Background: an optimization exercise with open tools, aiming at small area and a short achievable clock period. Do not read the settings as production practice.
In this exercise RTL edits were held to simulation tests only and were not proved equivalent to the original.
The clock port is modelled as an ideal driver, which makes a skipped or thinned clock tree look cheaper than it is; a real chip needs a root buffer or a tree.
Power figures rest on the tool's default switching activity, not on a simulated workload.

==> flow/design.v <==
module fifo(input [8-1:0]  data_in,
            input write_enb,
            input read,
            output [8-1:0] data_out,
            output reg full,
            output reg empty,
            input clock,
            input reset
           );
    localparam W    = 8;
    localparam ROWS = 32 - 1;            
    localparam AW   = 5;                     
    localparam CW   = 6;                     
    localparam [CW-1:0] L0  = 6'b000001;
    localparam [CW-1:0] L1  = 6'b000010;
    localparam [CW-1:0] L3  = 6'b001000;
    localparam [CW-1:0] L31 = 6'b100100;
    localparam [CW-1:0] L32 = 6'b001001;
    localparam G2   = (ROWS + 1) / 2;        
    reg  [W-1:0]    head;                    
    reg  [W-1:0]    mem [0:ROWS-1];
    reg  [3:0]      ran;                     
    reg  [7:0]      rbn;                     
    reg  [AW-1:0]   wptr;                    
    reg  [CW-1:0]   lfsr;                    
    reg             one;                     
    reg             two;                     
    wire le1   = empty | one;                
    wire three = (lfsr == L3);
    wire near  = (lfsr == L31);
    wire mid   = ~le1 & ~full;               
    wire [CW-1:0] cu = {lfsr[CW-2:0], lfsr[5] ^ lfsr[4]};    
    wire [CW-1:0] cd = {lfsr[0] ^ lfsr[5], lfsr[CW-1:1]};    
    wire [CW-1:0] c_w  = full  ? L32 : cu;
    wire [CW-1:0] c_r  = empty ? L0  : cd;
    wire [CW-1:0] c_wr = empty ? L1 : full ? L31 : lfsr;
    wire [AW-1:0] wptr_up = (wptr == ROWS-1) ? {AW{1'b0}} : wptr + 1'b1;
    wire [3:0] wa = 4'b0001 << wptr[1:0];
    wire [7:0] wb = 8'b00000001 << wptr[4:2];
    wire [ROWS-1:0] wdec;
    genvar g;
    generate
      for (g = 0; g < ROWS; g = g + 1) begin : dec
        assign wdec[g] = wa[g % 4] & wb[g / 4];
      end
    endgenerate
    wire [3:0] ra = ~ran;
    wire [7:0] rb = ~rbn;
    wire       rwrap = ra[2] & rb[7];
    wire [3:0] ra_up = rwrap ? 4'b0001 : {ra[2:0], ra[3]};
    wire [7:0] rb_up = rwrap ? 8'b00000001 : ra[3] ? {rb[6:0], rb[7]} : rb;
    wire [ROWS-1:0] rsel;
    generate
      for (g = 0; g < ROWS; g = g + 1) begin : rs
        assign rsel[g] = ~(ran[g % 4] | rbn[g / 4]);
      end
    endgenerate
    wire [CW-1:0] count_n;
    wire          one_n, two_n;
    fifo_sel4 #(.W(CW+2)) u_cnt_n (
      .d00({lfsr,  one,   two}),
      .d10({c_w,   empty, one}),
      .d01({c_r,   two,   three}),
      .d11({c_wr,  le1,   two}),
      .s1(write_enb), .s0(read),
      .y({count_n, one_n, two_n}));
    wire empty_n = ~write_enb & (empty | (read & one));
    wire full_n  = ~read & (full | (write_enb & near));
    wire w_buf = write_enb & (mid | (one & ~read));
    wire rs_hold  = reset & ~read & ~le1;
    wire rs_shift = reset & read & ~le1 & (~two | write_enb);
    wire rs_load  = reset & one & write_enb & ~read;
    wire [3:0] ran_n = ~(({4{rs_hold}} & ra) | ({4{rs_shift}} & ra_up) | ({4{rs_load}} & wa));
    wire [7:0] rbn_n = rs_shift ? ~rb_up : rs_load ? ~wb : rbn;
    assign data_out = head;
    wire [W-1:0] pair_n [0:G2-1];
    generate
      for (g = 0; g < G2 - 1; g = g + 1) begin : grp
        fifo_aoi2 #(.W(W)) u_aoi (
          .a0(mem[2*g]),   .s0(rsel[2*g]),
          .a1(mem[2*g+1]), .s1(rsel[2*g+1]),
          .y(pair_n[g]));
      end
    endgenerate
    fifo_aoi2 #(.W(W)) u_aoi_last (
      .a0(mem[ROWS-1]), .s0(rsel[ROWS-1]),
      .a1(data_in),     .s1(le1),
      .y(pair_n[G2-1]));
    wire [W-1:0] quad [0:3];
    wire [W-1:0] half_n [0:1];
    wire [W-1:0] head_d;
    generate
      for (g = 0; g < 4; g = g + 1) begin : q4
        fifo_nand4 #(.W(W)) u_q (.a(pair_n[4*g]), .b(pair_n[4*g+1]),
          .c(pair_n[4*g+2]), .d(pair_n[4*g+3]), .y(quad[g]));
      end
      for (g = 0; g < 2; g = g + 1) begin : h2
        fifo_nor2 #(.W(W)) u_h (.a(quad[2*g]), .b(quad[2*g+1]), .y(half_n[g]));
      end
    endgenerate
    fifo_nand2 #(.W(W)) u_or (.a(half_n[0]), .b(half_n[1]), .y(head_d));
    always @(posedge clock)
      if (read | empty)
        head <= head_d;
    always @(posedge clock)
      if (write_enb & ~full)
        mem[wptr] <= data_in;
    always @(posedge clock)
     begin
      ran <= ran_n;
      rbn <= rbn_n;
     end
    always @(posedge clock)
     begin
      if (~reset)
       begin
        wptr  <= {AW{1'b0}};
        lfsr  <= L0;
        empty <= 1'b1;
        one   <= 1'b0;
        two   <= 1'b0;
        full  <= 1'b0;
       end
      else
       begin
        if (w_buf)
          wptr <= wptr_up;
        lfsr  <= count_n;
        empty <= empty_n;
        one   <= one_n;
        two   <= two_n;
        full  <= full_n;
       end
     end
endmodule
module fifo_aoi2 #(parameter W = 8)
  (input [W-1:0] a0, input [W-1:0] a1,
   input s0, input s1, output [W-1:0] y);
    assign y = ~((a0 & {W{s0}}) | (a1 & {W{s1}}));
endmodule
module fifo_sel4 #(parameter W = 8)
  (input [W-1:0] d00, input [W-1:0] d01, input [W-1:0] d10, input [W-1:0] d11,
   input s1, input s0, output [W-1:0] y);
    assign y = s1 ? (s0 ? d11 : d10) : (s0 ? d01 : d00);
endmodule
module fifo_nand4 #(parameter W = 8)
  (input [W-1:0] a, input [W-1:0] b, input [W-1:0] c, input [W-1:0] d,
   output [W-1:0] y);
    assign y = ~(a & b & c & d);
endmodule
module fifo_nor2 #(parameter W = 8)
  (input [W-1:0] a, input [W-1:0] b, output [W-1:0] y);
    assign y = ~(a | b);
endmodule
module fifo_nand2 #(parameter W = 8)
  (input [W-1:0] a, input [W-1:0] b, output [W-1:0] y);
    assign y = ~(a & b);
endmodule
==> flow/config.mk <==
export PLATFORM = sky130hd
export DESIGN_NAME = fifo
export DESIGN_NICKNAME = fifo
export VERILOG_FILES = /design/flow/design.v
export SDC_FILE = /design/flow/constraint.sdc
export NUM_CORES = 4
export LEC_CHECK = 0
export CAP_MARGIN = 20
export CORE_MARGIN = 2
export CORE_UTILIZATION = 50
export SETUP_SLACK_MARGIN = 1.85
export SLEW_MARGIN = 20
export SYNTH_HIERARCHICAL = 1
export TNS_END_PERCENT = 10
==> flow/constraint.sdc <==
create_clock -name core_clock -period 3.5 [get_ports {clock}]
set_input_delay 0.7000 -clock core_clock [delete_from_list [all_inputs] [get_ports {clock}]]
set_output_delay 0.7000 -clock core_clock [all_outputs]
set_load 0.01 [all_outputs]
standard.sh (not shown) runs the stock make flow with config.mk's settings and CLKGATE_MAP_FILE= SYNTH_SCRIPT=/design/flow/synth_recipe.tcl, a recipe that flattens the netlist after the stock synthesis.
==> flow/flow/run.sh <==
#!/bin/bash
set -euo pipefail
here=$(pwd)
res=$here/orfs/results/sky130hd/fifo/base
export BUFFER_PORTS_ARGS="-buffer_cell sky130_fd_sc_hd__buf_2"
bash standard.sh synth > synth.log 2>&1
bash standard.sh run RUN_SCRIPT=$here/flow/downsize.tcl RUN_LOG_NAME_STEM=1_4_downsize > downsize.log 2>&1
grep -q "^downsize:" downsize.log
touch $res/1_synth.sdc
bash standard.sh place > place.log 2>&1
bash standard.sh run RUN_SCRIPT=$here/flow/my_cts.tcl RUN_LOG_NAME_STEM=4_1_cts_custom > cts.log 2>&1
test -f $res/4_1_cts.odb
cp $res/4_1_cts.odb $res/4_cts.odb
touch $res/4_cts.sdc
bash standard.sh finish > finish.log 2>&1
==> flow/flow/my_cts.tcl <==
source $::env(SCRIPTS_DIR)/load.tcl
erase_non_stage_variables cts
load_design 3_place.odb 3_place.sdc

set K        [expr {[info exists ::env(MY_CTS_K)] ? $::env(MY_CTS_K) : 12}]
set LEAF     [expr {[info exists ::env(MY_CTS_LEAF)] ? $::env(MY_CTS_LEAF) : "sky130_fd_sc_hd__clkbuf_16"}]
set R        [expr {[info exists ::env(MY_CTS_R)] ? $::env(MY_CTS_R) : 4}]
set ROOT     [expr {[info exists ::env(MY_CTS_ROOT)] ? $::env(MY_CTS_ROOT) : "sky130_fd_sc_hd__clkbuf_16"}]

set block [ord::get_db_block]
set clk_net [$block findNet clock]

# register clock pins on the clock net
set sinks {}
foreach it [$clk_net getITerms] {
  set inst [$it getInst]
  set box [$inst getBBox]
  set x [expr {([$box xMin] + [$box xMax]) / 2.0}]
  set y [expr {([$box yMin] + [$box yMax]) / 2.0}]
  lappend sinks [list $it $x $y]
}
set n [llength $sinks]
puts "my_cts: $n sinks, $K clusters"

# k-means, seeded with sinks spread along the sorted-by-x order
set sorted [lsort -real -index 1 $sinks]
set cent {}
for {set k 0} {$k < $K} {incr k} {
  set s [lindex $sorted [expr {int(($k + 0.5) * $n / $K)}]]
  lappend cent [list [lindex $s 1] [lindex $s 2]]
}
set cap [expr {int(ceil(1.15 * $n / $K))}]
for {set iter 0} {$iter < 40} {incr iter} {
  # capacity-limited assignment: sinks in order of best distance
  set cand {}
  set si 0
  foreach s $sinks {
    set k 0
    foreach c $cent {
      set d [expr {abs([lindex $s 1] - [lindex $c 0]) + abs([lindex $s 2] - [lindex $c 1])}]
      lappend cand [list $d $si $k]
      incr k
    }
    incr si
  }
  set cand [lsort -real -index 0 $cand]
  array unset asg
  array unset cnt
  for {set k 0} {$k < $K} {incr k} { set cnt($k) 0 }
  foreach c $cand {
    lassign $c d si k
    if {[info exists asg($si)]} continue
    if {$cnt($k) >= $cap} continue
    set asg($si) $k
    incr cnt($k)
  }
  set newc {}
  for {set k 0} {$k < $K} {incr k} { set sx($k) 0.0; set sy($k) 0.0 }
  for {set si 0} {$si < $n} {incr si} {
    set k $asg($si)
    set s [lindex $sinks $si]
    set sx($k) [expr {$sx($k) + [lindex $s 1]}]
    set sy($k) [expr {$sy($k) + [lindex $s 2]}]
  }
  for {set k 0} {$k < $K} {incr k} {
    if {$cnt($k) > 0} {
      lappend newc [list [expr {$sx($k) / $cnt($k)}] [expr {$sy($k) / $cnt($k)}]]
    } else {
      lappend newc [lindex $cent $k]
    }
  }
  set cent $newc
}

set lib_root [get_lib_cells $ROOT]
set lib_leaf [get_lib_cells $LEAF]
set db [ord::get_db]
set m_root [$db findMaster $ROOT]
set m_leaf [$db findMaster $LEAF]

# group the leaf buffers: k-means on the leaf positions, R groups
set lsorted {}
for {set k 0} {$k < $K} {incr k} { lappend lsorted [list $k {*}[lindex $cent $k]] }
set lsorted [lsort -real -index 1 $lsorted]
set rcent {}
for {set r 0} {$r < $R} {incr r} {
  set s [lindex $lsorted [expr {int(($r + 0.5) * $K / $R)}]]
  lappend rcent [list [lindex $s 1] [lindex $s 2]]
}
set rcap [expr {int(ceil(1.0 * $K / $R))}]
for {set iter 0} {$iter < 30} {incr iter} {
  set cand {}
  for {set k 0} {$k < $K} {incr k} {
    set c [lindex $cent $k]
    set r 0
    foreach rc $rcent {
      lappend cand [list [expr {abs([lindex $c 0] - [lindex $rc 0]) + abs([lindex $c 1] - [lindex $rc 1])}] $k $r]
      incr r
    }
  }
  set cand [lsort -real -index 0 $cand]
  array unset rasg
  array unset rcnt
  for {set r 0} {$r < $R} {incr r} { set rcnt($r) 0; set rsx($r) 0.0; set rsy($r) 0.0 }
  foreach c $cand {
    lassign $c d k r
    if {[info exists rasg($k)]} continue
    if {$rcnt($r) >= $rcap} continue
    set rasg($k) $r
    incr rcnt($r)
  }
  for {set k 0} {$k < $K} {incr k} {
    set r $rasg($k)
    set rsx($r) [expr {$rsx($r) + [lindex [lindex $cent $k] 0]}]
    set rsy($r) [expr {$rsy($r) + [lindex [lindex $cent $k] 1]}]
  }
  set newr {}
  for {set r 0} {$r < $R} {incr r} {
    if {$rcnt($r) > 0} {
      lappend newr [list [expr {$rsx($r) / $rcnt($r)}] [expr {$rsy($r) / $rcnt($r)}]]
    } else {
      lappend newr [lindex $rcent $r]
    }
  }
  set rcent $newr
}

for {set r 0} {$r < $R} {incr r} {
  set rc [lindex $rcent $r]
  set root [odb::dbInst_create $block $m_root clkbuf_root_$r]
  $root setLocation [expr {int([lindex $rc 0])}] [expr {int([lindex $rc 1])}]
  $root setPlacementStatus PLACED
  set rnet [odb::dbNet_create $block clknet_root_$r]
  $rnet setSigType CLOCK
  [$root findITerm A] connect $clk_net
  [$root findITerm X] connect $rnet
  set rootnet($r) $rnet
  puts "my_cts: root $r: $rcnt($r) leaves at $rc"
}

for {set k 0} {$k < $K} {incr k} {
  set c [lindex $cent $k]
  set leaf [odb::dbInst_create $block $m_leaf clkbuf_leaf_$k]
  $leaf setLocation [expr {int([lindex $c 0])}] [expr {int([lindex $c 1])}]
  $leaf setPlacementStatus PLACED
  set net [odb::dbNet_create $block clknet_leaf_$k]
  $net setSigType CLOCK
  [$leaf findITerm A] connect $rootnet($rasg($k))
  [$leaf findITerm X] connect $net
  set leafnet($k) $net
}
for {set si 0} {$si < $n} {incr si} {
  set it [lindex [lindex $sinks $si] 0]
  $it disconnect
  $it connect $leafnet($asg($si))
}
for {set k 0} {$k < $K} {incr k} { puts "my_cts: leaf $k: $cnt($k) sinks at [lindex $cent $k]" }

set_propagated_clock [all_clocks]
estimate_parasitics -placement
report_clock_skew
report_clock_latency

set_placement_padding -global \
  -left $::env(CELL_PAD_IN_SITES_DETAIL_PLACEMENT) \
  -right $::env(CELL_PAD_IN_SITES_DETAIL_PLACEMENT)
detailed_placement
estimate_parasitics -placement

if { !$::env(SKIP_CTS_REPAIR_TIMING) } {
  repair_timing_helper
  detailed_placement
  check_placement -verbose
}
estimate_parasitics -placement
report_clock_skew
report_clock_latency
report_worst_slack

orfs_write_db $::env(RESULTS_DIR)/4_1_cts.odb
orfs_write_sdc $::env(RESULTS_DIR)/4_cts.sdc
Other scripts of this flow, unchanged in this note and not shown: flow/flow/downsize.tcl
Then changed:
--- a/flow/flow/my_cts.tcl
+++ b/flow/flow/my_cts.tcl
@@ -9,4 +9,25 @@
 
 set block [ord::get_db_block]
+
+# Output port buffers: move each next to the register that drives it (the
+# buffer then drives the wire to the pin), unless MY_CTS_KEEP_OUTBUF is set.
+if {![info exists ::env(MY_CTS_KEEP_OUTBUF)]} {
+  foreach bt [$block getBTerms] {
+    if {[$bt getIoType] ne "OUTPUT"} continue
+    set net [$bt getNet]
+    set drv ""
+    foreach it [$net getITerms] { if {[$it isOutputSignal]} { set drv [$it getInst] } }
+    if {$drv eq ""} continue
+    set a ""
+    foreach it [$drv getITerms] { if {[$it isInputSignal]} { set a $it } }
+    if {$a eq "" || [$a getNet] eq "NULL"} continue
+    set src ""
+    foreach it [[$a getNet] getITerms] { if {[$it isOutputSignal]} { set src [$it getInst] } }
+    if {$src eq ""} continue
+    set box [$src getBBox]
+    $drv setLocation [$box xMax] [$box yMin]
+    puts "my_cts: output buffer [$drv getName] moved next to [$src getName]"
+  }
+}
 set clk_net [$block findNet clock]
 
SETUP_SLACK_MARGIN = 1.95   (was 1.85)
Outcome:
- wire length climbs by about 0.3%
- via count went up by 0.89%
- cell area climbs by 1.7%
- die area is unchanged
- hold slack got worse by 35 ps
Then changed:
--- a/flow/flow/my_cts.tcl
+++ b/flow/flow/my_cts.tcl
@@ -9,25 +9,4 @@
 
 set block [ord::get_db_block]
-
-# Output port buffers: move each next to the register that drives it (the
-# buffer then drives the wire to the pin), unless MY_CTS_KEEP_OUTBUF is set.
-if {![info exists ::env(MY_CTS_KEEP_OUTBUF)]} {
-  foreach bt [$block getBTerms] {
-    if {[$bt getIoType] ne "OUTPUT"} continue
-    set net [$bt getNet]
-    set drv ""
-    foreach it [$net getITerms] { if {[$it isOutputSignal]} { set drv [$it getInst] } }
-    if {$drv eq ""} continue
-    set a ""
-    foreach it [$drv getITerms] { if {[$it isInputSignal]} { set a $it } }
-    if {$a eq "" || [$a getNet] eq "NULL"} continue
-    set src ""
-    foreach it [[$a getNet] getITerms] { if {[$it isOutputSignal]} { set src [$it getInst] } }
-    if {$src eq ""} continue
-    set box [$src getBBox]
-    $drv setLocation [$box xMax] [$box yMin]
-    puts "my_cts: output buffer [$drv getName] moved next to [$src getName]"
-  }
-}
 set clk_net [$block findNet clock]
 
CORE_UTILIZATION = 60   (was 50)
Outcome: Combinational power falls by about 6%; synthesized area does not change; register-to-register slack gets worse by 60 ps; via count increases by 2.7%.
In every run of this note, the design's own scripts or RTL, not TritonCTS, make the clock network.

-- separate check: timing with driven ports --
In the flow no input, the clock included, has a driving cell. The finished layouts below were timed again as built, in two steps. Step 1 (the two cells are an assumption about what drives the block):
set clk [get_ports {clock}]
set_driving_cell -lib_cell sky130_fd_sc_hd__clkbuf_16 $clk
set_driving_cell -lib_cell sky130_fd_sc_hd__buf_2 [delete_from_list [all_inputs] $clk]
Step 2 moves the port delays by t, midway between the first and last clock arrival at a register: inputs arrive t later, outputs are due t later. That takes back most of the time a late clock gives input paths. Three values: ideal ports, drivers, drivers and shift; two values: the first two.
| run | t (ns) | setup slack, ns | slew at the worst register clock pin (ns) | worst slew at a driven data input, ns | cell pins on the clock port's net |
|---|---|---|---|---|---|
| the first run | 0.394 | 1.820 / 1.783 / 1.473 | 0.10 / 0.10 | 0.11 | 4 |
| the second run | 0.396 | 1.868 / 1.812 / 1.534 | 0.10 / 0.10 | 0.06 | 4 |
| the third run | 0.393 | 1.825 / 1.825 / 1.546 | 0.10 / 0.10 | 0.06 | 4 |
After both steps every run listed still meets setup and hold. The setup slack of the first run, which loses most, moves by -0.037 ns with the drivers and by -0.347 ns with both steps.
